From an optimization exercise on the open Yosys and OpenROAD flow, aimed at small area; shortcuts taken in it are not production practice. RTL that was checked went through simulation tests only; none was proved equivalent to the original. Function not checked in runs 1 to 3: the RTL went through the layout flow alone. Power and IR drop assume default switching activity.

==> flow/design.v <==
module asx_soupbintcp_itch (
    input  wire        clk,
    input  wire        rst,
    input  wire        ip_payload_valid,
    input  wire [7:0]  ip_payload_data,
    input  wire        ip_payload_start,
    input  wire        ip_payload_end,
    output wire [15:0] tcp_src_port,
    output wire [15:0] tcp_dst_port,
    output wire [31:0] tcp_seq_num,
    output wire [31:0] tcp_ack_num,
    output wire [3:0] tcp_data_offset,
    output wire [7:0] tcp_flags,
    output wire [15:0] tcp_window,
    output wire tcp_flag_syn,
    output wire tcp_flag_ack,
    output wire tcp_flag_fin,
    output wire tcp_flag_rst,
    output wire tcp_flag_psh,
    output wire tcp_header_valid,
    output wire tcp_parse_error,
    output wire session_active,
    output wire [63:0] session_sequence,
    output wire [7:0] pkt_type,
    output wire pkt_type_valid,
    output wire pkt_heartbeat,
    output wire pkt_login_accepted,
    output wire pkt_login_rejected,
    output wire pkt_end_session,
    output wire [31:0] seq_data_count,
    output wire [31:0] heartbeat_count,
    output wire parse_error,
    output wire msg_valid,
    output wire [7:0] msg_type,
    output wire msg_error,
    output wire [31:0] timestamp,
    output wire [63:0] order_id,
    output wire [31:0] orderbook_id,
    output wire side,
    output wire add_order_valid,
    output wire add_order_start,
    output wire [63:0] quantity,
    output wire [31:0] price,
    output wire [15:0] order_attributes,
    output wire order_executed_valid,
    output wire [63:0] exec_quantity,
    output wire order_cancel_valid,
    output wire order_delete_valid,
    output wire order_replace_valid,
    output wire directory_valid,
    output wire system_event_valid,
    output wire [7:0] event_code,
    output wire [31:0] total_messages,
    output wire [31:0] parse_errors
);
    reg [7:0] d1;
    always @(posedge clk)
        d1 <= ip_payload_data;
    localparam [1:0] T_IDLE = 2'd0, T_HDR = 2'd1, T_OPT = 2'd2, T_PAY = 2'd3;
    reg [1:0] t_state;
    wire [5:0] tpos;     
    reg       hw1;       
    reg       v1, e1;    
    reg       hdr_valid_r, tcp_err_r;
    wire [7:0] fb0;      
    wire [7:0] fb12;     
    wire [3:0] doff = fb12[7:4];
    always @(posedge clk) begin
        if (rst) begin
            t_state     <= T_IDLE;
            hw1         <= 1'b0;
            v1          <= 1'b0;
            e1          <= 1'b0;
            hdr_valid_r <= 1'b0;
            tcp_err_r   <= 1'b0;
        end else begin
            hw1         <= 1'b0;
            v1          <= 1'b0;
            e1          <= 1'b0;
            hdr_valid_r <= 1'b0;
            tcp_err_r   <= 1'b0;
            case (t_state)
                T_IDLE:
                    if (ip_payload_valid && ip_payload_start) begin
                        hw1     <= 1'b1;
                        t_state <= T_HDR;
                    end
                T_HDR:
                    if (ip_payload_valid) begin
                        hw1 <= 1'b1;
                        if (tpos == 6'd18) begin
                            if (doff > 4'd5) begin
                                t_state <= T_OPT;
                            end else begin
                                hdr_valid_r <= 1'b1;
                                t_state     <= T_PAY;
                            end
                        end
                        if (ip_payload_end) begin
                            tcp_err_r <= 1'b1;
                            t_state   <= T_IDLE;
                        end
                    end
                T_OPT:
                    if (ip_payload_valid) begin
                        if (tpos == {doff - 4'd1, 2'b10}) begin
                            hdr_valid_r <= 1'b1;
                            t_state     <= T_PAY;
                        end
                        if (ip_payload_end) begin
                            tcp_err_r <= 1'b1;
                            t_state   <= T_IDLE;
                        end
                    end
                default:
                    if (ip_payload_valid) begin
                        v1 <= 1'b1;
                        e1 <= ip_payload_end;
                        if (ip_payload_end)
                            t_state <= T_IDLE;
                    end
            endcase
        end
    end
    assign tcp_header_valid = hdr_valid_r;
    assign tcp_parse_error  = tcp_err_r;
    localparam [2:0] S_IDLE = 3'd0, S_LSB = 3'd1, S_TYPE = 3'd2,
                     S_PAYF = 3'd3, S_PAY = 3'd4, S_SKIP = 3'd5;
    reg [2:0]  s_state;
    reg [15:0] cnt;      
    reg        sa;
    reg        v2, s2, e2;
    reg        ptv;
    wire [63:0] seq_cnt;
    wire [31:0] hb_cnt;
    wire s_pay    = (s_state == S_PAYF) || (s_state == S_PAY);
    wire cnt_last = (cnt == 16'hFFFD);    
    wire gt1      = ~&cnt[15:1];          
    wire d1_H = (d1 == 8'h48);
    wire d1_A = (d1 == 8'h41);
    wire d1_J = (d1 == 8'h4A);
    wire d1_Z = (d1 == 8'h5A);
    wire d1_S = (d1 == 8'h53);
    always @(posedge clk) begin
        if (rst) begin
            s_state <= S_IDLE;
            sa      <= 1'b0;
            v2      <= 1'b0;
            s2      <= 1'b0;
            e2      <= 1'b0;
            ptv     <= 1'b0;
        end else begin
            v2  <= v1 && s_pay;
            s2  <= v1 && (s_state == S_PAYF);
            e2  <= v1 && s_pay && (cnt_last || e1);
            ptv <= v1 && (s_state == S_TYPE);
            if (v1) begin
                case (s_state)
                    S_IDLE: s_state <= S_LSB;
                    S_LSB:  s_state <= e1 ? S_IDLE : S_TYPE;
                    S_TYPE: begin
                        if (d1_A)
                            sa <= 1'b1;
                        else if (d1_J || d1_Z)
                            sa <= 1'b0;
                        if (e1 || d1_H || d1_Z || !gt1)
                            s_state <= S_IDLE;
                        else if (d1_S)
                            s_state <= S_PAYF;
                        else
                            s_state <= S_SKIP;
                    end
                    S_PAYF, S_PAY, S_SKIP:
                        if (cnt_last || e1)
                            s_state <= S_IDLE;
                        else if (s_state == S_PAYF)
                            s_state <= S_PAY;
                    default: s_state <= S_IDLE;
                endcase
            end
        end
    end
    wire [15:0] cnt_inc;
    genvar ci;
    generate
        for (ci = 0; ci < 16; ci = ci + 1) begin : g_cnt_inc
            if (ci == 0) begin : g_first
                assign cnt_inc[ci] = ~cnt[ci];
            end else begin : g_rest
                assign cnt_inc[ci] = cnt[ci] ^ (&cnt[ci-1:0]);
            end
        end
    endgenerate
    always @(posedge clk) begin
        if (v1) begin
            if (s_state == S_IDLE)
                cnt[15:8] <= ~d1;
            else if (s_state == S_LSB)
                cnt[7:6] <= ~d1[7:6];
            else if (s_state != S_TYPE)
                cnt[15:6] <= cnt_inc[15:6];
        end
        if (t_state == T_IDLE)
            cnt[5:0] <= 6'd0;
        else if (t_state != T_PAY) begin
            if (ip_payload_valid)
                cnt[5:0] <= cnt_inc[5:0];
        end else if (v1) begin
            if (s_state == S_LSB)
                cnt[5:0] <= ~d1[5:0];
            else if ((s_state != S_IDLE) && (s_state != S_TYPE))
                cnt[5:0] <= cnt_inc[5:0];
        end
    end
    assign tpos = cnt[5:0];
    event_counter #(.W(64)) seq_counter (
        .clk(clk), .rst(rst), .inc(v1 && (s_state == S_TYPE) && d1_S), .count(seq_cnt));
    event_counter #(.W(32)) hb_counter (
        .clk(clk), .rst(rst), .inc(v1 && (s_state == S_TYPE) && d1_H), .count(hb_cnt));
    assign session_active     = sa;
    assign session_sequence   = seq_cnt;
    assign seq_data_count     = seq_cnt[31:0];
    assign heartbeat_count    = hb_cnt;
    wire [7:0] pt = fb0;
    assign pkt_type           = pt;
    assign pkt_type_valid     = ptv;
    assign pkt_heartbeat      = ptv && (pt == 8'h48);
    assign pkt_login_accepted = ptv && (pt == 8'h41);
    assign pkt_login_rejected = ptv && (pt == 8'h4A);
    assign pkt_end_session    = ptv && (pt == 8'h5A);
    assign parse_error        = ptv && !((pt == 8'h48) || (pt == 8'h41) ||
                                         (pt == 8'h4A) || (pt == 8'h5A) ||
                                         (pt == 8'h53) || (pt == 8'h55) ||
                                         (pt == 8'h2B));
    localparam [1:0] I_IDLE = 2'd0, I_COUNT = 2'd1, I_DONE = 2'd2, I_ERR = 2'd3;
    reg [1:0]  i_state;
    reg [5:0]  bc;       
    reg [7:0]  mt;       
    reg        msg_valid_r, msg_error_r, aos_r;
    wire [31:0] msg_cnt, err_cnt;
    reg [5:0] len_m1;
    always @* begin
        case (mt)
            8'h54: len_m1 = 6'd4;
            8'h53: len_m1 = 6'd5;
            8'h52: len_m1 = 6'd56;
            8'h4D: len_m1 = 6'd20;
            8'h4C: len_m1 = 6'd21;
            8'h4F: len_m1 = 6'd9;
            8'h41: len_m1 = 6'd38;
            8'h46: len_m1 = 6'd39;
            8'h45: len_m1 = 6'd30;
            8'h43: len_m1 = 6'd39;
            8'h58: len_m1 = 6'd18;
            8'h44: len_m1 = 6'd14;
            8'h55: len_m1 = 6'd44;
            8'h50: len_m1 = 6'd36;
            8'h51: len_m1 = 6'd40;
            8'h42: len_m1 = 6'd14;
            default: len_m1 = 6'd0;
        endcase
    end
    wire known = (len_m1 != 6'd0);
    wire last  = (bc == len_m1);
    reg [1:0] i_next;
    reg [5:0] bc_next;
    always @* begin
        i_next  = i_state;
        bc_next = bc;
        case (i_state)
            I_IDLE:
                if (s2) begin
                    bc_next = 6'd1;
                    i_next  = known ? I_COUNT : I_ERR;
                end
            I_COUNT:
                if (v2) begin
                    bc_next = bc + 6'd1;
                    if (last)
                        i_next = I_DONE;
                    else if (e2)
                        i_next = I_ERR;
                end
            default: i_next = I_IDLE;
        endcase
    end
    always @(posedge clk) begin
        bc <= bc_next;
        if (rst) begin
            i_state     <= I_IDLE;
            msg_valid_r <= 1'b0;
            msg_error_r <= 1'b0;
            aos_r       <= 1'b0;
        end else begin
            i_state     <= i_next;
            msg_valid_r <= (i_state == I_DONE);
            msg_error_r <= (i_state == I_ERR);
            aos_r       <= (i_state == I_IDLE) && s2 && (mt == 8'h41);
        end
    end
    always @(posedge clk) begin
        if ((i_next == I_IDLE) && v1 && (s_state == S_PAYF))
            mt <= d1;
    end
    event_counter #(.W(32)) msg_counter (
        .clk(clk), .rst(rst), .inc(i_state == I_DONE), .count(msg_cnt));
    event_counter #(.W(32)) err_counter (
        .clk(clk), .rst(rst), .inc(i_state == I_ERR), .count(err_cnt));
    assign msg_valid            = msg_valid_r;
    assign msg_error            = msg_error_r;
    assign msg_type             = mt;
    assign add_order_start      = aos_r;
    assign add_order_valid      = msg_valid_r && (mt == 8'h41);
    assign order_executed_valid = msg_valid_r && (mt == 8'h45);
    assign order_cancel_valid   = msg_valid_r && (mt == 8'h58);
    assign order_delete_valid   = msg_valid_r && (mt == 8'h44);
    assign order_replace_valid  = msg_valid_r && (mt == 8'h55);
    assign directory_valid      = msg_valid_r && (mt == 8'h52);
    assign system_event_valid   = msg_valid_r && (mt == 8'h53);
    assign total_messages       = msg_cnt;
    assign parse_errors         = err_cnt;
    wire       wi  = (i_next == I_COUNT) && v1 && s_pay;   
    wire       wr  = hw1 || wi;
    wire [5:0] pos = hw1 ? tpos : bc_next;
    reg [7:0]  fb [0:31];
    reg        side_r;
    genvar k;
    generate
        for (k = 0; k < 32; k = k + 1) begin : g_fb
            if (k != 17) begin : g_byte
                wire we = (k == 1) ? (wi && (pos == 6'd1))
                        : (k == 0) ? ((hw1 && (pos == 6'd0)) || (v1 && (s_state == S_TYPE)))
                        : (wr && (pos == k));
                always @(posedge clk)
                    if (we)
                        fb[k] <= d1;
            end
        end
    endgenerate
    reg [7:0] src_lo;
    always @(posedge clk)
        if (hw1 && (pos == 6'd1))
            src_lo <= d1;
    always @(posedge clk)
        if (wr && (pos == 6'd17))
            side_r <= (d1 == 8'h42);
    assign fb0  = fb[0];
    assign fb12 = fb[12];
    assign tcp_src_port    = {fb[0], src_lo};
    assign tcp_dst_port    = {fb[2], fb[3]};
    assign tcp_seq_num     = {fb[4], fb[5], fb[6], fb[7]};
    assign tcp_ack_num     = {fb[8], fb[9], fb[10], fb[11]};
    assign tcp_data_offset = fb[12][7:4];
    assign tcp_flags       = fb[13];
    assign tcp_window      = {fb[14], fb[15]};
    assign tcp_flag_fin    = fb[13][0];
    assign tcp_flag_syn    = fb[13][1];
    assign tcp_flag_rst    = fb[13][2];
    assign tcp_flag_psh    = fb[13][3];
    assign tcp_flag_ack    = fb[13][4];
    assign timestamp        = {fb[1], fb[2], fb[3], fb[4]};
    assign order_id         = {fb[5], fb[6], fb[7], fb[8], fb[9], fb[10], fb[11], fb[12]};
    assign orderbook_id     = {fb[13], fb[14], fb[15], fb[16]};
    assign side             = side_r;
    assign quantity         = {fb[18], fb[19], fb[20], fb[21], fb[22], fb[23], fb[24], fb[25]};
    assign exec_quantity    = {fb[18], fb[19], fb[20], fb[21], fb[22], fb[23], fb[24], fb[25]};
    assign price            = {fb[26], fb[27], fb[28], fb[29]};
    assign order_attributes = {fb[30], fb[31]};
    assign event_code       = fb[5];
endmodule
module event_counter #(
    parameter W = 32
) (
    input  wire         clk,
    input  wire         rst,
    input  wire         inc,
    output reg  [W-1:0] count
);
    wire [W-1:0] carry;
    genvar i;
    generate
        for (i = 0; i < W; i = i + 1) begin : g_bit
            if (i == 0) begin : g_first
                assign carry[i] = inc;
            end else if (i % 8 == 0) begin : g_byte
                assign carry[i] = inc & (&count[i-1:0]);
            end else begin : g_ripple
                assign carry[i] = carry[i-1] & count[i-1];
            end
            always @(posedge clk)
                count[i] <= ~rst & (count[i] ^ carry[i]);
        end
    endgenerate
endmodule
==> flow/flow/run.sh <==
#!/bin/bash
# The standard layout (standard.sh) with: the smallest buffer cell on the
# ports, synthesis buffers removed at floorplan, no dummy clock-tree loads.
set -euo pipefail
export BUFFER_PORTS_ARGS="-buffer_cell sky130_fd_sc_hd__buf_1"
export REMOVE_ABC_BUFFERS=1
export CTS_ARGS="-sink_clustering_enable -repair_clock_nets -dont_use_dummy_load -sink_clustering_size 28 -sink_clustering_max_diameter 100"
bash standard.sh > standard_flow.log 2>&1
==> flow/standard.sh <==
#!/bin/bash
# synth_recipe.tcl (not shown) runs the flow's synth.tcl, then flattens the netlist and writes it again
# the make line also repeats each setting of config.mk as NAME=value (left out here)
make -C /OpenROAD-flow-scripts/flow DESIGN_CONFIG=/design/flow/config.mk WORK_HOME=/design/flow/orfs CLKGATE_MAP_FILE= SYNTH_SCRIPT=/design/flow/synth_recipe.tcl "${@:-finish}"
==> flow/config.mk <==
export PLATFORM = sky130hd
export DESIGN_NAME = asx_soupbintcp_itch
export DESIGN_NICKNAME = asx_soupbintcp_itch
export VERILOG_FILES = /design/flow/design.v
export SDC_FILE = /design/flow/constraint.sdc
export NUM_CORES = 4
export LEC_CHECK = 0
export CAP_MARGIN = 20
export CORE_MARGIN = 2
export CORE_UTILIZATION = 40
export SLEW_MARGIN = 20
==> flow/constraint.sdc <==
create_clock -name core_clock -period 5.0 [get_ports {clk}]
set_input_delay 1.0000 -clock core_clock [delete_from_list [all_inputs] [get_ports {clk}]]
set_output_delay 1.0000 -clock core_clock [all_outputs]
set_load 0.01 [all_outputs]
==> results of run 1 <==
logic make-up after synthesis:
group           synth area share, %
xor+xnor                      1.718
simple gates                  12.44
compound gates                3.952
buf+inv                       9.898
mux                          0.6985
fa+ha+maj                     9.628
flops                         61.67
worst register-to-register path, stage by stage, from the launching register on:
cell and delay (ns):
edfxtp_1 0.66, nor2b_1 0.40, a2bb2oi_1 0.15, o311a_1 0.30, or3b_1 0.39, o31a_1 0.40
nor4_4 0.91, nor3_1 0.44
synth_stat cells (all sizes together) (5+ instances only):
| master | instances | share of area [%] |
|---|---|---|
| buf | 233 | 8.7 |
| ha | 153 | 9.6 |
| o211ai | 5 | 0.19 |
| inv | 21 | 0.40 |
| nor3 | 37 | 1.0 |
| mux2i | 6 | 0.30 |
| nor2 | 83 | 1.6 |
| nand3 | 17 | 0.45 |
| xnor2 | 32 | 1.4 |
| a21oi | 42 | 1.1 |
| and2 | 6 | 0.20 |
| edfxtp | 275 | 42 |
| mux2 | 7 | 0.40 |
| nor2b | 152 | 4.8 |
| o21ai | 19 | 0.48 |
| nor4 | 10 | 0.39 |
| nand3b | 5 | 0.19 |
| xor2 | 7 | 0.31 |
| clkbuf | 41 | 0.77 |
| a22oi | 5 | 0.19 |
| nand2 | 29 | 0.55 |
| o31ai | 6 | 0.28 |
| nand2b | 16 | 0.50 |
| and3 | 6 | 0.19 |
| nand4 | 41 | 1.3 |
| dfxtp | 200 | 20 |
power breakdown:
part	leakage [nW]	switching, W	internal (W)	total (W)
sequential	4.08	0.0000238	0.00414	0.00417
clock	0.259	0.00116	0.000758	0.00191
combinational	3.79	0.000154	0.0000468	0.000201
total	8.13	0.00133	0.00495	0.00628
metrics by stage:
step                cell area, um2  total power [W]  utilization, %
CTS                          22060         0.006357           44.97
finish                       22090         0.006281           45.03
detailed placement           21530         0.004456           43.90
global placement             21530         0.004452           43.90
global route                 22090         0.006488           45.03
floorplan                    18000         0.004339               -
per-layer routing:
layer | track usage [%] | share of wire [%] | wire length (um) | up-vias
met2 | 37.69 | 47 | 29980 | 612
li1 | - | - | - | 6042
met4 | 10.33 | 4.2 | 2707 | 6
met1 | 28.83 | 40 | 25460 | 6632
met5 | 1.803 | 0.24 | 153 | -
met3 | 7.744 | 9.2 | 5927 | 111
worst max-delay path by stage:
stage | to | slack (ns)
2_1_floorplan | seq_counter.count[62]$_DFF_P_ | 0.92
3_3_place_gp | seq_counter.count[62]$_DFF_P_ | 1.06
3_5_place_dp | seq_counter.count[62]$_DFF_P_ | 1.05
4_1_cts | seq_counter.count[62]$_DFF_P_ | 1.03
5_1_grt | fb[5][6]$_DFFE_PP_ | 0.78
6_report | fb[21][2]$_DFFE_PP_ | 0.98
sequential cells by signal, indices dropped and copies added (netlist names), 8 cells and up:
register,count
hb_counter.count,32
err_counter.count,32
seq_counter.count,64
src_lo,8
d1,8
cnt,16
mt,8
fb,248
msg_counter.count,32
placed cells by master (no fill, tap or decap), drive strengths merged, types with 5 or more instances in the layout:
cell / count
dfxtp: 200
nor2: 83
ha: 153
o211ai: 5
clkbuf: 22
and3: 6
nand2: 29
mux2i: 6
nand3b: 5
o31ai: 6
mux2: 7
a21oi: 42
nor4: 10
inv: 21
nand3: 17
o21ai: 19
nand4: 41
nor3: 37
and2: 6
xor2: 7
buf: 698
nand2b: 16
xnor2: 32
nor2b: 152
edfxtp: 275
a22oi: 5
final cells by class:
class | count | area, um2 | share of cell area, %
sequential | 475 | 12270 | 55.55
inverter | 22 | 82.58 | 0.3738
antenna | 1 | 2.502 | 0.01133
clock buffer | 21 | 525.5 | 2.379
tap | 664 | 830.8 | 3.761
multi-input combinational | 753 | 5684 | 25.73
timing repair buffer | 699 | 2693 | 12.19
==> results.sh, run 1 <==
export IMPL_timing_rr_start="mt[3]$_DFFE_PP_"
export IMPL_syn_instance_count=1524
export IMPL_r2r_cells=7
export IMPL_drt_pre_antenna_iters=5
export IMPL_ff2ff_setup_slack_ns=0.98
export IMPL_post_cts_buffers=0
export IMPL_grt_pass1_vias=12580
export IMPL_avgSynthCellArea_um2=13.05
export IMPL_crit_buf_inv=0
export IMPL_netlist_area_um2=19880
export IMPL_tightestPinTransition_ns=1.088
export IMPL_gp_congestion=0.8967
export IMPL_status="complete, no violations"
export IMPL_grt_total_usage_pct=23.50
export IMPL_holdPathStages=1
export IMPL_critPathMaxStageDelay_ns=0.91
export IMPL_drive_gt1_share_pct=4.162
export IMPL_syn_to_final_growth_pct=11.09
export IMPL_start_util_pct=40.54
export IMPL_whs_ns=0.5150
export IMPL_path_class="reg -> reg"
export IMPL_worst_r2r_endpoint="fb[21][2]$_DFFE_PP_"
export IMPL_antenna_found_initial=5
export IMPL_timing_fmax_ghz=0.2490
export IMPL_finalWirelength_mm=64.23
export IMPL_worstPathMaxFanout=18
export IMPL_vias=13400
export IMPL_clk_latency_ns=0.58
export IMPL_antenna_left=0
export IMPL_post_route_min_period_ns=4.016
export IMPL_dp_slack_ns=1.048
export IMPL_power_density_nw_per_um2=284.4
export IMPL_rsz0062_at_grt="false"
export IMPL_placed_cells=2612
export IMPL_required_ns=5.20
export IMPL_grt_remaining_overflow=0
export IMPL_synth_seq_area_share_pct=61.67
export IMPL_cts_root_buf="clkbuf_16"
export IMPL_numCtsBuffers=21
export IMPL_crit_family="simple AND/OR/NAND/NOR gates"
export IMPL_setup_ws_ns=0.9835
export IMPL_relSlewSlack_pct=26.91
export IMPL_wl_per_cell_um=24.38
export IMPL_die_area_um2=51510
export IMPL_slew_viol_final=0
export IMPL_synth_edf_count=275
export IMPL_min_to="d1[5]$_DFF_P_"
export IMPL_fin_nets=2138
export IMPL_die_x_um=227.0
export IMPL_io_buffers=681
export IMPL_finalCritPeriodShare_pct=80.33
export IMPL_yosysWarnings=4
export IMPL_cts_tree="done"
export IMPL_maxCapViolations=0
export IMPL_clk_path_buf_depth=3
export IMPL_ir_drop_uv=203.5
export IMPL_cp_arrival_ns=4.21
export IMPL_synth_cell_types=75
export IMPL_post_dp_hpwl_mm=47.07
export IMPL_clock_skew_ns=0.03701
export IMPL_leakage_nw=8.133
export IMPL_endpoint_kind="flip-flop"
export IMPL_fill_cells=4571
export IMPL_cp_slowest_cell="nor4_4"
export IMPL_cts_hold_buf=0
export IMPL_hold_path_class="in -> reg"
export IMPL_h_tree_depth=1
export IMPL_hold_path_startpoint="ip_payload_data[5]"
export IMPL_synthArstFlopShare_pct=0
export IMPL_io_pin_count=682
export IMPL_grt_pass1_wl_mm=86.80
export IMPL_drt_vias_per_instance=5.087
export IMPL_fp_dieH_um=227.0
export IMPL_finalSetupTns_ns=0
export IMPL_drc=0
export IMPL_stdcell_count=2635
export IMPL_synth_flop_cell="edfxtp_1"
export IMPL_path_cells="nor2b_1, a2bb2oi_1, o311a_1, or3b_1, o31a_1, nor4_4, nor3_1"
export IMPL_core_area_um2=49050
export IMPL_finalSetupViolations=0
export IMPL_startpoint_type="flip-flop"
export IMPL_final_hold_violation_count=0
export IMPL_grt_max_degree=75
export IMPL_postCtsResizedCells=0
export IMPL_clk_pin_slew_ns=0.10
export IMPL_rows=81
export IMPL_drt_initial_drc_count=874
export IMPL_cts_sinks=475
export IMPL_ys_seq_elements=475
export IMPL_critPathLaunch="mt[3]$_DFFE_PP_"
export IMPL_cp_depth=7
==> run 2, diff against run 1 <==
==> flow/flow/run.sh (replaced) <==
#!/bin/bash
# The standard layout (standard.sh) with: the smallest buffer cell on the
# ports, synthesis buffers removed at floorplan, no dummy clock-tree loads.
set -euo pipefail
export BUFFER_PORTS_ARGS="-buffer_cell sky130_fd_sc_hd__buf_1"
export REMOVE_ABC_BUFFERS=1
export CTS_ARGS="-sink_clustering_enable -repair_clock_nets -dont_use_dummy_load -buf_list sky130_fd_sc_hd__clkbuf_4 -sink_clustering_size 10 -sink_clustering_max_diameter 60"
bash standard.sh > standard_flow.log 2>&1
==> results.sh, run 2 <==
export IMPL_post_route_min_period_ns=3.986
export IMPL_r2r_cells=7
export IMPL_fin_nets=2173
export IMPL_slew_viol_final=0
export IMPL_numCtsBuffers=56
export IMPL_total_power_w=0.006104
export IMPL_synth_simple_gate_area_share_pct=12.44
export IMPL_p_clk_share_pct=28.4
export IMPL_clock_skew_ns=0.08844
export IMPL_required_ns=5.42
export IMPL_drt_vias_per_instance=5.086
export IMPL_synth_top_family_by_area="simple AND/OR/NAND/NOR gates"
export IMPL_io_buffers=681
export IMPL_netlist_area_um2=19880
export IMPL_synth_commonest_cells="275 x edfxtp_1, 225 x buf_4, 200 x dfxtp_1"
export IMPL_combinationalPowerShare_pct=3.3
export IMPL_gp_congestion=0.8967
export IMPL_endpoint_kind="flip-flop"
export IMPL_post_synth_top_count_cell="edfxtp_1"
export IMPL_crit_family="simple AND/OR/NAND/NOR gates"
export IMPL_finalSetupViolations=0
export IMPL_layout_common_cells="680 x buf_1, 275 x edfxtp_1, 192 x dfxtp_1, 153 x ha_1, 152 x nor2b_1"
export IMPL_avgSynthCellArea_um2=13.05
export IMPL_power_share_sequential_pct=68.3
export IMPL_startpoint_type="flip-flop"
export IMPL_status="complete, no violations"
export IMPL_synthAdderAreaFrac_pct=9.627
export IMPL_finalSetupTns_ns=0
export IMPL_yosysWarnings=4
export IMPL_timing_fmax_ghz=0.2509
export IMPL_synthArstFlopShare_pct=0
export IMPL_start_util_pct=40.54
export IMPL_timing_rr_start="mt[3]$_DFFE_PP_"
export IMPL_post_cts_buffers=0
export IMPL_die_area_um2=51510
export IMPL_relSlewSlack_pct=23.97
export IMPL_ys_seq_elements=475
export IMPL_grt_pass1_wl_mm=88.33
export IMPL_worstPathMaxFanout=18
export IMPL_netSwitchingPower_w=0.001402
export IMPL_reg_top3="fb (248), seq_counter.count (64)"
export IMPL_die_x_um=227.0
export IMPL_synthTopCellsByArea="edfxtp_1 42%, dfxtp_1 20%, ha_1 9.6%, buf_4 8.5%, nor2b_1 4.8%"
export IMPL_muxShareOfSynthArea_pct=0.6985
export IMPL_path_class="reg -> reg"
export IMPL_wl_per_cell_um=24.34
export IMPL_cts_sinks=475
export IMPL_largest_reg_flops=248
export IMPL_synth_largest_area_cell="edfxtp_1"
export IMPL_antenna_found_initial=7
export IMPL_synth_compound_area_share_pct=3.952
export IMPL_cp_slowest_cell="nor4_4"
export IMPL_cts_tree="done"
export IMPL_drive_gt1_share_pct=5.835
export IMPL_synth_xor_area_share_pct=1.718
export IMPL_maxCapViolations=0
export IMPL_hold_path_class="in -> reg"
export IMPL_core_area_um2=49050
export IMPL_ir_drop_uv=172.5
export IMPL_postCtsResizedCells=0
export IMPL_syn_instance_count=1524
export IMPL_finalCritPeriodShare_pct=79.73
export IMPL_clk_path_buf_depth=3
export IMPL_leakage_nw=8.132
export IMPL_finalWirelength_mm=65.07
export IMPL_hold_path_startpoint="ip_payload_data[2]"
export IMPL_path_cells="nor2b_1, a2bb2oi_1, o311a_1, or3b_1, o31a_1, nor4_4, nor3_1"
export IMPL_synthDominantCellAreaShare_pct=41.53
export IMPL_cts_hold_buf=0
export IMPL_rows=81
export IMPL_cts_root_buf="clkbuf_4"
export IMPL_post_dp_hpwl_mm=47.07
export IMPL_ff2ff_setup_slack_ns=1.01
export IMPL_grt_total_usage_pct=24.05
export IMPL_final_hold_violation_count=0
export IMPL_grt_pass1_vias=12920
export IMPL_grt_max_degree=75
export IMPL_cp_depth=7
export IMPL_cp_arrival_ns=4.41
export IMPL_io_pin_count=682
export IMPL_critPathMaxStageDelay_ns=0.89
export IMPL_p_sw_share_pct=22.97
export IMPL_crit_buf_inv=0
export IMPL_regMostFlops="fb"
export IMPL_synth_edf_count=275
export IMPL_clk_latency_ns=0.83
export IMPL_h_tree_depth=2
export IMPL_drc=0
export IMPL_syn_to_final_growth_pct=10.60
export IMPL_vias=13600
export IMPL_fp_dieH_um=227.0
export IMPL_drt_pre_antenna_iters=5
export IMPL_holdPathStages=1
export IMPL_synth_seq_area_share_pct=61.67
export IMPL_rsz0062_at_grt="false"
export IMPL_drt_initial_drc_count=855
export IMPL_clk_pin_slew_ns=0.12
export IMPL_synth_flop_cell="edfxtp_1"
export IMPL_power_density_nw_per_um2=277.5
export IMPL_final_common_cell="buf_1"
export IMPL_intPower_w=0.004702
export IMPL_grt_remaining_overflow=0
export IMPL_antenna_left=0
export IMPL_synth_cell_types=75
export IMPL_tightestPinTransition_ns=1.141
export IMPL_critPathLaunch="mt[3]$_DFFE_PP_"
[run 2: cell counts after synthesis]
Identical to the previous run, type by type.
[run 2: through the flow]
step / util (%) / hold WS [ns] / area [um2] / std cells / setup slack [ns]
after global placement: 43.90 / 0.4865 / 21530 / 2612 / 1.060
after global routing: 44.83 / 0.1963 / 21990 / 2673 / 0.7518
after CTS: 44.75 / 0.1897 / 21950 / 2668 / 0.9971
final: 44.83 / 0.2780 / 21990 / 2673 / 1.014
after detailed placement: 43.90 / 0.5071 / 21530 / 2612 / 1.048
after floorplan: - / 0.4773 / 18000 / 1250 / 0.9214
[run 2: cell families (layout without fill, tap and decap cells)]
logic type      after synthesis  count (layout)
xor+xnor                     39              39
other cells                   0               4
buf+inv                     296             777
flops                       475             475
mux                          13              13
compound gates              117             117
simple gates                431             431
fa+ha+maj                   153             153
[run 2: final timing paths]
check,to
min,d1[2]$_DFF_P_
max,fb[21][1]$_DFFE_PP_
max reg2reg,fb[21][1]$_DFFE_PP_
min reg2reg,sa$_SDFFE_PP0P_
[run 2: power by group through the flow]
stage               Combinational (W)  Sequential [W]  Clock [W]
finish                       0.000201         0.00417    0.00174
detailed placement           0.000200         0.00426          0
global placement             0.000197         0.00426          0
floorplan                   0.0000710         0.00427          0
CTS                          0.000201         0.00417    0.00181
global route                 0.000217         0.00417    0.00194
[run 2: final cells by class]
cell class                 count  area, um2
fill                        4614      27060
sequential                   475      12270
multi-input combinational    753       5684
timing repair buffer         699       2693
tap                          664      830.8
clock buffer                  56      420.4
inverter                      22      82.58
antenna                        4      10.01
[run 2: metal layers]
metal	vias to the layer above	part of all wire [%]	global-route usage, %
met2	633	47	37.80
met4	4	4.1	12.27
li1	6135	-	-
met3	118	9.6	9.060
met5	-	0.041	0
met1	6706	39	28.93
[run 2: worst reg2reg max path, cell delays in order, from the launching register on]
cell and delay [ns]:
edfxtp_1 0.66, nor2b_1 0.40, a2bb2oi_1 0.14, o311a_1 0.30
or3b_1 0.39, o31a_1 0.39, nor4_4 0.89, nor3_1 0.43
==> run 3, diff against run 2 <==
==> flow/flow/run.sh (replaced) <==
#!/bin/bash
# The standard layout (standard.sh) with: the smallest buffer cell on the
# ports, synthesis buffers removed at floorplan, no dummy clock-tree loads.
set -euo pipefail
export BUFFER_PORTS_ARGS="-buffer_cell sky130_fd_sc_hd__buf_1"
export REMOVE_ABC_BUFFERS=1
export CTS_ARGS="-sink_clustering_enable -repair_clock_nets -dont_use_dummy_load -buf_list sky130_fd_sc_hd__clkbuf_8 -sink_clustering_size 16 -sink_clustering_max_diameter 80"
bash standard.sh > standard_flow.log 2>&1
==> results.sh, run 3 <==
export IMPL_grt_pass1_vias=12720
export IMPL_synthTopCellsByArea="edfxtp_1 42%, dfxtp_1 20%, ha_1 9.6%, buf_4 8.5%, nor2b_1 4.8%"
export IMPL_numCtsBuffers=37
export IMPL_ff2ff_setup_slack_ns=1.04
export IMPL_drc=0
export IMPL_vias=13450
export IMPL_grt_max_degree=75
export IMPL_antenna_found_initial=6
export IMPL_fill_cells=4586
export IMPL_synth_flop_cell="edfxtp_1"
export IMPL_final_area_um2=22080
export IMPL_tightestPinTransition_ns=1.100
export IMPL_path_cells="nor2b_1, a2bb2oi_1, o311a_1, or3b_1, o31a_1, nor4_4, nor3_1"
export IMPL_wl_per_cell_um=24.29
export IMPL_cts_tree="done"
export IMPL_reg_top3="fb (248), seq_counter.count (64)"
export IMPL_finalSetupViolations=0
export IMPL_final_common_cell="buf_1"
export IMPL_cts_hold_buf=0
export IMPL_synth_edf_count=275
export IMPL_clk_latency_ns=0.62
export IMPL_synthArstFlopShare_pct=0
export IMPL_post_route_min_period_ns=3.962
export IMPL_final_hold_violation_count=0
export IMPL_grt_remaining_overflow=0
export IMPL_cts_sinks=475
export IMPL_rsz0062_at_grt="false"
export IMPL_relSlewSlack_pct=26.68
export IMPL_post_synth_top_count_cell="edfxtp_1"
export IMPL_netlist_area_um2=19880
export IMPL_synth_largest_area_cell="edfxtp_1"
export IMPL_clk_pin_slew_ns=0.10
export IMPL_gp_congestion=0.8967
export IMPL_critPathLaunch="mt[2]$_DFFE_PP_"
export IMPL_post_cts_buffers=0
export IMPL_status="complete, no violations"
export IMPL_ir_drop_uv=179.2
export IMPL_finalWirelength_mm=64.42
export IMPL_drt_pre_antenna_iters=5
export IMPL_setup_ws_ns=1.038
export IMPL_startpoint_type="flip-flop"
export IMPL_clock_skew_ns=0.07537
export IMPL_io_pin_count=682
export IMPL_layout_common_cells="680 x buf_1, 275 x edfxtp_1, 192 x dfxtp_1, 153 x ha_1, 152 x nor2b_1"
export IMPL_grt_total_usage_pct=23.79
export IMPL_leakage_nw=8.140
export IMPL_clk_path_buf_depth=3
export IMPL_power_density_nw_per_um2=282.4
export IMPL_timing_rr_start="mt[2]$_DFFE_PP_"
export IMPL_synth_cell_types=75
export IMPL_antenna_left=0
export IMPL_drt_vias_per_instance=5.072
export IMPL_hold_path_class="in -> reg"
export IMPL_syn_instance_count=1524
export IMPL_dp_slack_ns=1.048
export IMPL_cp_slowest_cell="nor4_4"
export IMPL_drt_initial_drc_count=858
export IMPL_timing_fmax_ghz=0.2524
export IMPL_fp_dieH_um=227.0
export IMPL_yosysWarnings=4
export IMPL_syn_to_final_growth_pct=11.02
export IMPL_postCtsResizedCells=0
export IMPL_required_ns=5.24
export IMPL_grt_pass1_wl_mm=87.44
export IMPL_io_buffers=681
export IMPL_utilization_pct=45.01
export IMPL_dpl_cell_area_um2=21530
export IMPL_ys_seq_elements=475
export IMPL_crit_buf_inv=0
export IMPL_finalSetupTns_ns=0
export IMPL_rows=81
export IMPL_synth_commonest_cells="275 x edfxtp_1, 225 x buf_4, 200 x dfxtp_1"
export IMPL_synth_seq_area_share_pct=61.67
export IMPL_maxCapViolations=0
export IMPL_cp_arrival_ns=4.21
export IMPL_post_dp_hpwl_mm=47.07
export IMPL_drive_gt1_share_pct=4.935
export IMPL_critPathMaxStageDelay_ns=0.90
export IMPL_synthDominantCellAreaShare_pct=41.53
export IMPL_cts_root_buf="clkbuf_8"
export IMPL_endpoint_kind="flip-flop"
export IMPL_avgSynthCellArea_um2=13.05
export IMPL_crit_family="simple AND/OR/NAND/NOR gates"
export IMPL_regMostFlops="fb"
export IMPL_start_util_pct=40.54
export IMPL_die_x_um=227.0
export IMPL_path_class="reg -> reg"
export IMPL_largest_reg_flops=248
export IMPL_core_area_um2=49050
export IMPL_die_area_um2=51510
export IMPL_h_tree_depth=2
export IMPL_fin_nets=2154
export IMPL_whs_ns=0.4639
export IMPL_hold_path_startpoint="ip_payload_data[5]"
export IMPL_finalCritPeriodShare_pct=79.24
export IMPL_worstPathMaxFanout=18
export IMPL_slew_viol_final=0
run 3: cell families (layout without fill, tap and decap cells):
| kind of cell | after synthesis | count (layout) | synth area share [%] |
|---|---|---|---|
| compound gates | 117 | 117 | 3.952 |
| simple gates | 431 | 431 | 12.44 |
| other cells | 0 | 2 | 0 |
| buf+inv | 296 | 758 | 9.898 |
| flops | 475 | 475 | 61.67 |
| mux | 13 | 13 | 0.6985 |
| fa+ha+maj | 153 | 153 | 9.628 |
| xor+xnor | 39 | 39 | 1.718 |
run 3: stage by stage:
step / cells / total power [W]
4_1_cts: 2649 / 0.006309
3_5_place_dp: 2612 / 0.004456
2_1_floorplan: 1250 / 0.004339
6_report: 2652 / 0.006233
3_3_place_gp: 2612 / 0.004452
5_1_grt: 2652 / 0.006451
run 3: worst paths after layout:
check | cells past startpoint | to
setup / recovery | 7 | fb[21][7]$_DFFE_PP_
hold reg to reg | 2 | sa$_SDFFE_PP0P_
hold / removal | 1 | d1[5]$_DFF_P_
setup reg to reg | 7 | fb[21][7]$_DFFE_PP_
run 3: layout make-up:
cell class / instances / area, um2 / area share, %
antenna: 2 / 5.005 / 0.02267
clock buffer: 37 / 509.2 / 2.307
inverter: 22 / 82.58 / 0.3741
multi-input combinational: 753 / 5684 / 25.75
sequential: 475 / 12270 / 55.59
tap: 664 / 830.8 / 3.763
timing repair buffer: 699 / 2693 / 12.20
run 3: routing by layer:
| layer | global-route usage [%] | routed length (um) |
|---|---|---|
| met3 | 8.841 | 6198 |
| met4 | 10.52 | 2706 |
| met2 | 37.72 | 30070 |
| met5 | 4.364 | 338 |
| met1 | 28.64 | 25110 |
run 3: where the power goes:
group / internal [W] / switching [W] / leakage (nW) / total [W]
clock: 0.000667 / 0.00120 / 0.266 / 0.00187
combinational: 0.0000469 / 0.000153 / 3.79 / 0.000200
sequential: 0.00414 / 0.0000239 / 4.08 / 0.00417
total: 0.00486 / 0.00138 / 8.14 / 0.00623
==> run 4, diff against run 3 <==
--- a/flow/design.v
+++ b/flow/design.v
@@ -324,13 +324,22 @@
     wire [5:0] pos = hw1 ? tpos : bc_next;
     reg [7:0]  fb [0:31];
     reg        side_r;
+    wire [3:0] pd_hi;
+    wire [7:0] pd_lo;
     genvar k;
     generate
+        for (k = 0; k < 4; k = k + 1) begin : g_pd_hi
+            assign pd_hi[k] = wr && !pos[5] && (pos[4:3] == k);
+        end
+        for (k = 0; k < 8; k = k + 1) begin : g_pd_lo
+            assign pd_lo[k] = (pos[2:0] == k);
+        end
         for (k = 0; k < 32; k = k + 1) begin : g_fb
             if (k != 17) begin : g_byte
-                wire we = (k == 1) ? (wi && (pos == 6'd1))
-                        : (k == 0) ? ((hw1 && (pos == 6'd0)) || (v1 && (s_state == S_TYPE)))
-                        : (wr && (pos == k));
+                wire at = pd_hi[k / 8] && pd_lo[k % 8];
+                wire we = (k == 1) ? (at && !hw1)
+                        : (k == 0) ? (at || (v1 && (s_state == S_TYPE)))
+                        : at;
                 always @(posedge clk)
                     if (we)
                         fb[k] <= d1;
@@ -339,10 +348,10 @@
     endgenerate
     reg [7:0] src_lo;
     always @(posedge clk)
-        if (hw1 && (pos == 6'd1))
+        if (hw1 && pd_hi[0] && pd_lo[1])
             src_lo <= d1;
     always @(posedge clk)
-        if (wr && (pos == 6'd17))
+        if (pd_hi[2] && pd_lo[1])
             side_r <= (d1 == 8'h42);
     assign fb0  = fb[0];
     assign fb12 = fb[12];
==> flow/flow/run.sh (replaced) <==
#!/bin/bash
# The standard layout (standard.sh) with: the smallest buffer cell on the
# ports, synthesis buffers removed at floorplan, no dummy clock-tree loads.
set -euo pipefail
export BUFFER_PORTS_ARGS="-buffer_cell sky130_fd_sc_hd__buf_1"
export REMOVE_ABC_BUFFERS=1
export CTS_ARGS="-sink_clustering_enable -repair_clock_nets -dont_use_dummy_load -buf_list sky130_fd_sc_hd__clkbuf_4 -sink_clustering_size 8 -sink_clustering_max_diameter 50"
bash standard.sh > standard_flow.log 2>&1
==> results.sh, run 4 <==
export IMPL_status="complete, no violations"
export IMPL_fp_dieH_um=226.6
export IMPL_gp_congestion=0.8739
export IMPL_drt_vias_per_instance=5.058
export IMPL_netSwitchingPower_w=0.001463
export IMPL_drive_gt1_share_pct=7.108
export IMPL_yosysWarnings=4
export IMPL_post_cts_buffers=0
export IMPL_rsz0062_at_grt="false"
export IMPL_cts_root_buf="clkbuf_4"
export IMPL_antenna_found_initial=4
export IMPL_leakage_nw=8.267
export IMPL_rows=81
export IMPL_clk_path_buf_depth=3
export IMPL_finalWirelength_mm=65.61
export IMPL_synthTopCellsByArea="edfxtp_1 42%, dfxtp_1 20%, ha_1 9.7%, buf_4 8.5%, nor2b_1 4.7%"
export IMPL_largest_reg_flops=248
export IMPL_cp_arrival_ns=4.68
export IMPL_path_cells="or3b_2, nor4_1, nand4b_1, nor3_1, nand2_1, nor3_1, and2_1, ha_1, ha_1, ha_1, ha_1, ha_1, ha_1, ha_1, nor2b_1"
export IMPL_placed_cells=2616
export IMPL_maxCapViolations=0
export IMPL_stdcell_count=2694
export IMPL_die_x_um=226.6
export IMPL_utilization_pct=45.25
export IMPL_post_dp_hpwl_mm=48.49
export IMPL_grt_total_usage_pct=24.75
export IMPL_hold_path_class="in -> reg"
export IMPL_required_ns=5.63
export IMPL_numCtsBuffers=72
export IMPL_synth_largest_area_cell="edfxtp_1"
export IMPL_multiInputGateArea_um2=5642
export IMPL_io_pin_count=682
export IMPL_grt_remaining_overflow=0
export IMPL_synth_cell_types=68
export IMPL_layout_common_cells="680 x buf_1, 275 x edfxtp_1, 192 x dfxtp_1, 153 x ha_1, 149 x nor2b_1"
export IMPL_worstPathMaxFanout=38
export IMPL_power_density_nw_per_um2=285.5
export IMPL_postCtsResizedCells=0
export IMPL_finalSetupViolations=0
export IMPL_syn_to_final_growth_pct=11.78
export IMPL_combinationalPowerShare_pct=3.3
export IMPL_ff2ff_setup_slack_ns=0.95
export IMPL_ir_drop_uv=152.1
export IMPL_finalCritPeriodShare_pct=81.09
export IMPL_path_class="reg -> reg"
export IMPL_synth_commonest_cells="275 x edfxtp_1, 225 x buf_4, 200 x dfxtp_1"
export IMPL_io_buffers=681
export IMPL_ys_seq_elements=475
export IMPL_clk_pin_slew_ns=0.09
export IMPL_finalSetupTns_ns=0
export IMPL_crit_buf_inv=0
export IMPL_startpoint_type="flip-flop"
export IMPL_final_hold_violation_count=0
export IMPL_seq_area_um2=12270
export IMPL_h_tree_depth=3
export IMPL_regMostFlops="fb"
export IMPL_netlist_area_um2=19820
export IMPL_grt_pass1_vias=12790
export IMPL_post_route_min_period_ns=4.055
export IMPL_drt_pre_antenna_iters=5
export IMPL_cts_sinks=475
export IMPL_cp_slowest_cell="or3b_2"
export IMPL_clk_latency_ns=0.83
export IMPL_relSlewSlack_pct=24.01
export IMPL_reg_top3="fb (248), seq_counter.count (64)"
export IMPL_start_util_pct=40.48
export IMPL_crit_family="simple AND/OR/NAND/NOR gates"
export IMPL_die_area_um2=51330
export IMPL_slew_viol_final=0
export IMPL_grt_max_degree=72
export IMPL_crit_top_cell="ha_1"
export IMPL_post_synth_top_count_cell="edfxtp_1"
export IMPL_p_sw_share_pct=23.14
export IMPL_endpoint_kind="flip-flop"
export IMPL_final_area_um2=22150
export IMPL_avgSynthCellArea_um2=13.08
export IMPL_cts_tree="done"
export IMPL_wl_per_cell_um=24.36
export IMPL_synthDominantCellAreaShare_pct=41.67
export IMPL_power_share_sequential_pct=66.1
export IMPL_antenna_left=0
export IMPL_timing_fmax_ghz=0.2466
export IMPL_fin_nets=2194
export IMPL_synth_edf_count=275
export IMPL_critPathMaxStageDelay_ns=0.60
export IMPL_syn_instance_count=1515
export IMPL_drc=0
export IMPL_core_area_um2=48950
export IMPL_synth_seq_area_share_pct=61.88
export IMPL_vias=13630
export IMPL_intPower_w=0.004861
export IMPL_cts_hold_buf=0
export IMPL_fill_cells=4541
export IMPL_drt_initial_drc_count=732
export IMPL_synth_flop_cell="edfxtp_1"
export IMPL_tightestPinTransition_ns=1.130
export IMPL_p_clk_share_pct=30.7
export IMPL_dpl_cell_area_um2=21570
export IMPL_whs_ns=0.2803
export IMPL_clock_skew_ns=0.08513
export IMPL_final_common_cell="buf_1"
export IMPL_synthArstFlopShare_pct=0
export IMPL_grt_pass1_wl_mm=89.52
==> run 4: cell types whose count changed in the layout (fill, tap and decap cells not counted), sizes merged, moves of 4 or more <==
cell and delta:
inv +5, clkbuf +35, a21oi -19, nor3b +5, buf +9, xor2 +4
mux2i +4, nand2 +10, nor3 +7
==> run 4: metrics by stage <==
| stage | power, W | worst slack, ns |
|---|---|---|
| CTS | 0.006410 | 0.9120 |
| global placement | 0.004472 | 1.037 |
| global route | 0.006578 | 0.6461 |
| floorplan | 0.004353 | 1.337 |
| detailed placement | 0.004474 | 0.9638 |
| finish | 0.006324 | 0.9453 |
==> run 4: logic make-up after synthesis <==
kind of cell	count (synthesis)	synth area share, %
compound gates	81	2.905
xor+xnor	43	1.901
fa+ha+maj	153	9.661
buf+inv	295	10.01
flops	475	61.88
mux	16	0.8461
simple gates	452	12.80
==> run 4: path summary, 6_finish.rpt <==
| check | from | endpoint | cells past startpoint |
|---|---|---|---|
| worst max-delay path | d1[3]$_DFF_P_ | seq_counter.count[62]$_DFF_P_ | 15 |
| worst min-delay path | ip_payload_data[1] | d1[1]$_DFF_P_ | 1 |
| worst max register to register | d1[3]$_DFF_P_ | seq_counter.count[62]$_DFF_P_ | 15 |
| worst min register to register | sa$_SDFFE_PP0P_ | sa$_SDFFE_PP0P_ | 2 |
==> run 4: area by class of cell <==
type	instances	share of cell area, %
clock buffers	72	2.440
inverters	26	0.4406
multi-input cells	745	25.47
diodes	4	0.04519
well taps	664	3.751
flip-flops and latches	475	55.40
repair buffers	708	12.45
==> run 4: per-layer routing <==
layer  routed length, um  up-vias  share of wire (%)  track usage (%)
li1                    -     6148                  -                -
met1               23440     6617                 36            27.31
met2               31110      739                 47            39.92
met3                7567      120                 12            10.77
met4                3343        2                5.1            13.52
met5                 154        -               0.23            2.248
==> run 4: power groups by stage <==
stage	clock [W]	sequential, W	combinational (W)
detailed placement	0	0.00427	0.000206
global placement	0	0.00427	0.000205
finish	0.00194	0.00418	0.000208
CTS	0.00202	0.00418	0.000208
global route	0.00217	0.00418	0.000226
floorplan	0	0.00427	0.0000795
==> run 5, diff against run 4 <==
==> flow/flow/run.sh (replaced) <==
#!/bin/bash
# The standard layout (standard.sh) with: the smallest buffer cell on the
# ports, synthesis buffers removed at floorplan, no dummy clock-tree loads.
set -euo pipefail
export BUFFER_PORTS_ARGS="-buffer_cell sky130_fd_sc_hd__buf_1"
export REMOVE_ABC_BUFFERS=1
export CTS_ARGS="-sink_clustering_enable -repair_clock_nets -dont_use_dummy_load -buf_list sky130_fd_sc_hd__clkbuf_4 -sink_clustering_size 9 -sink_clustering_max_diameter 60"
bash standard.sh > standard_flow.log 2>&1
==> results.sh, run 5 <==
export IMPL_worstPathMaxFanout=38
export IMPL_netSwitchingPower_w=0.001417
export IMPL_fin_nets=2181
export IMPL_io_buffers=681
export IMPL_core_area_um2=48950
export IMPL_cts_root_buf="clkbuf_4"
export IMPL_clk_pin_slew_ns=0.11
export IMPL_min_to="d1[6]$_DFF_P_"
export IMPL_final_area_um2=22050
export IMPL_cts_sinks=475
export IMPL_seq_area_um2=12270
export IMPL_grt_busiest_layer="met2"
export IMPL_vias=13670
export IMPL_h_tree_depth=2
export IMPL_netlist_area_um2=19820
export IMPL_fill_cells=4549
export IMPL_post_cts_buffers=0
export IMPL_hold_path_class="in -> reg"
export IMPL_combinationalPowerShare_pct=3.4
export IMPL_setup_ws_ns=0.9374
export IMPL_antenna_left=0
export IMPL_tightestPinTransition_ns=1.078
export IMPL_slew_viol_final=0
export IMPL_synthDominantCellAreaShare_pct=41.67
export IMPL_p_clk_share_pct=28.7
export IMPL_timing_rr_start="d1[3]$_DFF_P_"
export IMPL_syn_instance_count=1515
export IMPL_rsz0062_at_grt="false"
export IMPL_grt_util_met3_pct=11.03
export IMPL_multiInputGateArea_um2=5642
export IMPL_clk_path_buf_depth=3
export IMPL_cts_hold_buf=0
export IMPL_gp_congestion=0.8739
export IMPL_path_class="reg -> reg"
export IMPL_finalCritPeriodShare_pct=81.25
export IMPL_yosysWarnings=4
export IMPL_met2_usage_pct=38.67
export IMPL_grt_pass1_vias=12800
export IMPL_drt_pre_antenna_iters=5
export IMPL_timing_fmax_ghz=0.2461
export IMPL_grt_total_usage_pct=24.85
export IMPL_endpoint_kind="flip-flop"
export IMPL_fp_dieH_um=226.6
export IMPL_relSlewSlack_pct=27.57
export IMPL_r2r_cells=15
export IMPL_total_power_w=0.006154
export IMPL_dpl_cell_area_um2=21570
export IMPL_rows=81
export IMPL_post_route_min_period_ns=4.063
export IMPL_grt_remaining_overflow=0
export IMPL_clk_latency_ns=0.81
export IMPL_hold_path_startpoint="ip_payload_data[6]"
export IMPL_synth_cell_types=68
export IMPL_p_sw_share_pct=23.03
export IMPL_drt_initial_drc_count=685
export IMPL_synthArstFlopShare_pct=0
export IMPL_reg_top3="fb (248), seq_counter.count (64)"
export IMPL_ir_drop_uv=143.3
export IMPL_numCtsBuffers=59
export IMPL_post_synth_top_count_cell="edfxtp_1"
export IMPL_synth_largest_area_cell="edfxtp_1"
export IMPL_synth_seq_area_share_pct=61.88
export IMPL_required_ns=5.63
export IMPL_clock_skew_ns=0.06663
export IMPL_final_hold_violation_count=0
export IMPL_ff2ff_setup_slack_ns=0.94
export IMPL_power_share_sequential_pct=67.9
export IMPL_worst_r2r_endpoint="seq_counter.count[62]$_DFF_P_"
export IMPL_power_density_nw_per_um2=279.1
export IMPL_cts_tree="done"
export IMPL_regMostFlops="fb"
export IMPL_die_area_um2=51330
export IMPL_synth_commonest_cells="275 x edfxtp_1, 225 x buf_4, 200 x dfxtp_1"
export IMPL_startpoint_type="flip-flop"
export IMPL_io_pin_count=682
export IMPL_leakage_nw=8.207
export IMPL_layout_common_cells="680 x buf_1, 275 x edfxtp_1, 192 x dfxtp_1, 153 x ha_1, 149 x nor2b_1"
export IMPL_die_x_um=226.6
export IMPL_whs_ns=0.2742
export IMPL_post_dp_hpwl_mm=48.49
export IMPL_drive_gt1_share_pct=6.508
export IMPL_postCtsResizedCells=0
export IMPL_finalWirelength_mm=66.17
export IMPL_drc=0
export IMPL_drt_vias_per_instance=5.100
export IMPL_synthTopCellsByArea="edfxtp_1 42%, dfxtp_1 20%, ha_1 9.7%, buf_4 8.5%, nor2b_1 4.7%"
export IMPL_avgSynthCellArea_um2=13.08
export IMPL_status="complete, no violations"
export IMPL_grt_max_degree=72
export IMPL_largest_reg_flops=248
export IMPL_wl_per_cell_um=24.68
export IMPL_antenna_found_initial=5
export IMPL_intPower_w=0.004737
export IMPL_grt_pass1_wl_mm=90.22
export IMPL_final_common_cell="buf_1"
export IMPL_cp_arrival_ns=4.69
export IMPL_holdPathStages=1
export IMPL_grt_use_met1_pct=28.17
export IMPL_finalSetupTns_ns=0
export IMPL_synth_flop_cell="edfxtp_1"
export IMPL_maxCapViolations=0
export IMPL_start_util_pct=40.48
export IMPL_syn_to_final_growth_pct=11.29
export IMPL_synth_edf_count=275
export IMPL_dp_slack_ns=0.9638
export IMPL_finalSetupViolations=0
export IMPL_ys_seq_elements=475
==> run 5: kinds of logic (layout without fill, tap and decap cells) <==
logic type | after synthesis | after routing | share of synthesized area [%]
multiplexers | 16 | 16 | 0.8461
XOR/XNOR | 43 | 43 | 1.901
AND/OR/NAND/NOR | 452 | 452 | 12.80
other | 0 | 4 | 0
adder cells (fa/ha/maj) | 153 | 153 | 9.661
buffers and inverters | 295 | 793 | 10.01
AO/OA/AOI/OAI | 81 | 81 | 2.905
flip-flops | 475 | 475 | 61.88
==> run 5: power groups by stage <==
stage	Combinational (W)	Clock, W	Sequential, W
after global placement	0.000205	0	0.00427
after detailed placement	0.000206	0	0.00427
after global routing	0.000226	0.00199	0.00418
after floorplan	0.0000795	0	0.00427
final	0.000208	0.00177	0.00418
after CTS	0.000208	0.00185	0.00418
==> run 5: metrics by stage <==
stage,utilization (%),cells
3_5_place_dp,44.06,2616
5_1_grt,45.05,2681
4_1_cts,44.97,2675
3_3_place_gp,44.06,2616
6_report,45.05,2681
2_1_floorplan,-,1246
==> run 5: worst max-delay path, cell delays in order, from the launching register on <==
cell      delay, ns
dfxtp_2        0.58
or3b_2         0.60
nor4_1         0.41
nand4b_1       0.19
nor3_1         0.29
nand2_1        0.13
nor3_1         0.30
and2_1         0.19
ha_1           0.14
ha_1           0.14
ha_1           0.14
ha_1           0.14
ha_1           0.14
ha_1           0.14
ha_1           0.21
nor2b_1        0.13
==> run 5: worst max-delay path by stage <==
stage                       start                             to  slack [ns]  cells past startpoint
detailed placement  d1[3]$_DFF_P_  seq_counter.count[62]$_DFF_P_        0.96                     15
global placement    d1[3]$_DFF_P_  seq_counter.count[62]$_DFF_P_        1.04                     15
global route        d1[3]$_DFF_P_  seq_counter.count[62]$_DFF_P_        0.60                     15
finish              d1[3]$_DFF_P_  seq_counter.count[62]$_DFF_P_        0.94                     15
floorplan           d1[0]$_DFF_P_  seq_counter.count[62]$_DFF_P_        1.34                     15
CTS                 d1[3]$_DFF_P_  seq_counter.count[62]$_DFF_P_        0.88                     15
==> run 5: layout make-up <==
type,count,area share [%]
clock buffer,59,2.009
sequential,475,55.65
antenna,4,0.04539
multi-input combinational,745,25.58
tap,664,3.767
inverter,26,0.4426
timing repair buffer,708,12.50
==> run 5: routing by layer <==
metal	vias up	routed length, um
li1	6107	-
met1	6640	24270
met2	776	30160
met3	147	7494
met4	2	4236
met5	-	11
==> run 6, diff against run 5 <==
--- a/flow/design.v
+++ b/flow/design.v
@@ -60,7 +60,8 @@
     reg [1:0] t_state;
     wire [5:0] tpos;     
     reg       hw1;       
-    reg       v1, e1;    
+    reg       v1;        
+    wire      e1;        
     reg       hdr_valid_r, tcp_err_r;
     wire [7:0] fb0;      
     wire [7:0] fb12;     
@@ -70,13 +71,11 @@
             t_state     <= T_IDLE;
             hw1         <= 1'b0;
             v1          <= 1'b0;
-            e1          <= 1'b0;
             hdr_valid_r <= 1'b0;
             tcp_err_r   <= 1'b0;
         end else begin
             hw1         <= 1'b0;
             v1          <= 1'b0;
-            e1          <= 1'b0;
             hdr_valid_r <= 1'b0;
             tcp_err_r   <= 1'b0;
             case (t_state)
@@ -115,13 +114,13 @@
                 default:
                     if (ip_payload_valid) begin
                         v1 <= 1'b1;
-                        e1 <= ip_payload_end;
                         if (ip_payload_end)
                             t_state <= T_IDLE;
                     end
             endcase
         end
     end
+    assign e1 = (t_state == T_IDLE);
     assign tcp_header_valid = hdr_valid_r;
     assign tcp_parse_error  = tcp_err_r;
     localparam [2:0] S_IDLE = 3'd0, S_LSB = 3'd1, S_TYPE = 3'd2,
@@ -129,7 +128,8 @@
     reg [2:0]  s_state;
     reg [15:0] cnt;      
     reg        sa;
-    reg        v2, s2, e2;
+    reg        v2, s2;
+    wire       e2;
     reg        ptv;
     wire [63:0] seq_cnt;
     wire [31:0] hb_cnt;
@@ -147,12 +147,10 @@
             sa      <= 1'b0;
             v2      <= 1'b0;
             s2      <= 1'b0;
-            e2      <= 1'b0;
             ptv     <= 1'b0;
         end else begin
             v2  <= v1 && s_pay;
             s2  <= v1 && (s_state == S_PAYF);
-            e2  <= v1 && s_pay && (cnt_last || e1);
             ptv <= v1 && (s_state == S_TYPE);
             if (v1) begin
                 case (s_state)
@@ -217,6 +215,7 @@
         .clk(clk), .rst(rst), .inc(v1 && (s_state == S_TYPE) && d1_S), .count(seq_cnt));
     event_counter #(.W(32)) hb_counter (
         .clk(clk), .rst(rst), .inc(v1 && (s_state == S_TYPE) && d1_H), .count(hb_cnt));
+    assign e2 = (s_state == S_IDLE);
     assign session_active     = sa;
     assign session_sequence   = seq_cnt;
     assign seq_data_count     = seq_cnt[31:0];
--- a/flow/flow/run.sh
+++ b/flow/flow/run.sh
@@ -4,5 +4,6 @@
 set -euo pipefail
 export BUFFER_PORTS_ARGS="-buffer_cell sky130_fd_sc_hd__buf_1"
 export REMOVE_ABC_BUFFERS=1
+export RECOVER_POWER=100
 export CTS_ARGS="-sink_clustering_enable -repair_clock_nets -dont_use_dummy_load -buf_list sky130_fd_sc_hd__clkbuf_4 -sink_clustering_size 9 -sink_clustering_max_diameter 60"
 bash standard.sh > standard_flow.log 2>&1
==> results.sh, run 6 <==
export IMPL_synthArstFlopShare_pct=0
export IMPL_drt_pre_antenna_iters=5
export IMPL_largest_reg_flops=248
export IMPL_postCtsResizedCells=0
export IMPL_worstPathMaxFanout=25
export IMPL_timing_fmax_ghz=0.2338
export IMPL_layout_common_cells="637 x buf_1, 275 x edfxtp_1, 198 x dfxtp_1, 157 x nor2b_1, 153 x ha_1"
export IMPL_post_dp_hpwl_mm=48.51
export IMPL_hold_path_class="in -> reg"
export IMPL_maxCapViolations=8
export IMPL_whs_ns=0.2512
export IMPL_h_tree_depth=2
export IMPL_vias=13480
export IMPL_reg_top3="fb (248), seq_counter.count (64)"
export IMPL_rows=81
export IMPL_holdPathStages=1
export IMPL_synth_edf_count=275
export IMPL_critPathMaxStageDelay_ns=1.00
export IMPL_clock_skew_ns=0.05792
export IMPL_cts_root_buf="clkbuf_4"
export IMPL_wl_per_cell_um=24.33
export IMPL_clk_path_buf_depth=3
export IMPL_start_util_pct=40.56
export IMPL_numCtsBuffers=61
export IMPL_netlist_area_um2=19900
export IMPL_total_power_w=0.006149
export IMPL_synthTopCellsByArea="edfxtp_1 42%, dfxtp_1 20%, ha_1 9.6%, buf_4 8.5%, nor2b_1 4.9%"
export IMPL_ys_seq_elements=473
export IMPL_gp_congestion=0.8614
export IMPL_cts_sinks=473
export IMPL_synth_seq_area_share_pct=61.43
export IMPL_yosysWarnings=4
export IMPL_synth_cell_types=72
export IMPL_ir_drop_uv=160.9
export IMPL_ff2ff_setup_slack_ns=0.72
export IMPL_synth_largest_area_cell="edfxtp_1"
export IMPL_grt_total_usage_pct=24.30
export IMPL_startpoint_type="flip-flop"
export IMPL_endpoint_kind="flip-flop"
export IMPL_status="finished with violations"
export IMPL_r2r_cells=7
export IMPL_drc=0
export IMPL_drt_initial_drc_count=834
export IMPL_crit_top_cell="a21oi_1"
export IMPL_final_common_cell="buf_1"
export IMPL_grt_pass1_wl_mm=88.42
export IMPL_grt_pass1_vias=12770
export IMPL_die_x_um=227.0
export IMPL_drive_gt1_share_pct=3.861
export IMPL_die_area_um2=51540
export IMPL_min_to="d1[1]$_DFF_P_"
export IMPL_syn_instance_count=1532
export IMPL_rsz0062_at_grt="false"
export IMPL_so_faults="capacitance limit, slew limit"
export IMPL_post_route_min_period_ns=4.276
export IMPL_post_cts_buffers=0
export IMPL_finalSetupTns_ns=0
export IMPL_cp_arrival_ns=4.70
export IMPL_final_hold_violation_count=0
export IMPL_clk_pin_slew_ns=0.10
export IMPL_cts_hold_buf=0
export IMPL_core_area_um2=49050
export IMPL_slew_viol_final=256
export IMPL_fp_dieH_um=227.0
export IMPL_timing_rr_start="mt[2]$_DFFE_PP_"
export IMPL_drt_vias_per_instance=5.017
export IMPL_required_ns=5.43
export IMPL_leakage_nw=8.107
export IMPL_tightestPinTransition_ns=3.425
export IMPL_regMostFlops="fb"
export IMPL_hold_path_startpoint="ip_payload_data[1]"
export IMPL_clk_latency_ns=0.84
export IMPL_finalWirelength_mm=65.39
export IMPL_fin_nets=2188
export IMPL_path_cells="or3b_1, nor3_1, a21oi_1, a311oi_1, o2111ai_1, a21oi_1, nor2_1"
export IMPL_post_synth_top_count_cell="edfxtp_1"
export IMPL_finalCritPeriodShare_pct=85.53
export IMPL_relSlewSlack_pct=-128.3
export IMPL_grt_max_degree=85
export IMPL_synthDominantCellAreaShare_pct=41.50
export IMPL_antenna_found_initial=3
export IMPL_cp_slowest_cell="a21oi_1"
export IMPL_antenna_left=0
export IMPL_io_buffers=681
export IMPL_syn_to_final_growth_pct=10.19
export IMPL_cts_tree="done"
export IMPL_synth_commonest_cells="275 x edfxtp_1, 225 x buf_4, 198 x dfxtp_1"
export IMPL_power_density_nw_per_um2=280.5
export IMPL_worst_r2r_endpoint="fb[12][7]$_DFFE_PP_"
export IMPL_avgSynthCellArea_um2=12.99
export IMPL_grt_remaining_overflow=0
export IMPL_synth_flop_cell="edfxtp_1"
export IMPL_path_class="reg -> reg"
export IMPL_finalSetupViolations=0
export IMPL_io_pin_count=682
## run 6: cell count changes after synthesis, moves of 5 or more
cell / previous run / this run
nor2_1: 81 / 103
nor3_1: 43 / 29
nor2b_1: 149 / 157
buf_2: 7 / 12
nand2_1: 39 / 34
nand3_1: 20 / 15
nor4_1: 12 / 7
## run 6: cell type report
cell class | count | area [um2]
Sequential cell | 473 | 12220
Tap cell | 664 | 830.8
Inverter | 23 | 86.33
Fill cell | 4588 | 27130
Timing Repair Buffer | 698 | 2644
Multi-Input combinational cell | 765 | 5675
Clock buffer | 61 | 457.9
Antenna cell | 3 | 7.507
## run 6: cell families after synthesis
group           after synthesis  share of synthesized area (%)
flops                       473                          61.43
simple gates                460                          13.01
buf+inv                     294                          9.867
fa+ha+maj                   153                          9.621
compound gates              101                          3.729
xor+xnor                     40                          1.761
mux                          11                         0.5848
## run 6: worst max-delay path, delay by kind of cell, from the launching register on
| kind | cells | cell delay (ns) |
|---|---|---|
| simple gates | 3 | 1.11 |
| flops | 1 | 0.88 |
| compound gates | 4 | 1.88 |
## run 6: worst max path at each step
stage	start	end	slack, ns	cells past startpoint
CTS	s_state[1]$_SDFFE_PP0P_	seq_counter.count[62]$_DFF_P_	1.15	15
detailed placement	s_state[1]$_SDFFE_PP0P_	seq_counter.count[62]$_DFF_P_	1.22	15
global route	mt[2]$_DFFE_PP_	fb[12][7]$_DFFE_PP_	0.51	7
global placement	s_state[1]$_SDFFE_PP0P_	seq_counter.count[62]$_DFF_P_	1.24	15
finish	mt[2]$_DFFE_PP_	fb[12][7]$_DFFE_PP_	0.72	7
floorplan	d1[6]$_DFF_P_	hb_counter.count[30]$_DFF_P_	1.49	14
## run 6: where the power goes
part	internal [W]	leakage, nW	switching [W]
combinational	0.0000438	3.76	0.000150
clock	0.000554	0.281	0.00124
sequential	0.00413	4.07	0.0000310
total	0.00473	8.11	0.00142
## run 6: per-layer routing
| metal | vias to the layer above | track usage [%] | share of wire [%] |
|---|---|---|---|
| li1 | 6149 | - | - |
| met1 | 6545 | 27.66 | 38 |
| met2 | 663 | 38.21 | 46 |
| met3 | 123 | 12.31 | 12 |
| met4 | 2 | 11.05 | 4.4 |
| met5 | - | 0 | 0.021 |
## run 6: metrics by stage
| stage | instances | utilization [%] | setup slack (ns) | area [um2] |
|---|---|---|---|---|
| finish | 2687 | 44.69 | 0.7236 | 21920 |
| global route | 2686 | 44.69 | 0.5120 | 21920 |
| CTS | 2684 | 44.91 | 1.155 | 22030 |
| detailed placement | 2623 | 43.98 | 1.219 | 21570 |
| global placement | 2623 | 43.96 | 1.243 | 21570 |
| floorplan | 1261 | - | 1.492 | 18020 |

[port drivers added, routing unchanged]
In the flow no input, the clock included, has a driving cell. The finished layouts below were timed again as built, in two steps.
Step 1 sets driving cells, clkbuf_16 on the clock port and buf_2 on the other inputs (assumed; they add their load-dependent delay and slew).
Step 2, shift: input delay + t, output delay - t, t = (earliest + latest rising clock arrival at the registers) / 2. This alone moves slack from input paths to output paths.
Slacks: ideal / step 1 / step 2; pairs: ideal / step 1.
run	t (ns)	setup slack, ns	latest minus earliest clock arrival (ns)	pins driven straight from the clock port
run 1	0.613	0.984 / 0.984 / 0.984	0.042 / 0.042	1
run 2	0.833	1.014 / 1.014 / 1.014	0.090 / 0.090	1
run 3	0.639	1.038 / 1.038 / 1.038	0.076 / 0.075	1
run 4	0.831	0.945 / 0.945 / 0.945	0.090 / 0.090	1
run 5	0.828	0.937 / 0.937 / 0.937	0.067 / 0.067	1
run 6	0.875	0.724 / 0.724 / 0.357	0.082 / 0.081	1
The setup slack of run 6, which loses most, moves by 0.000 ns with the drivers and by -0.367 ns with both steps.
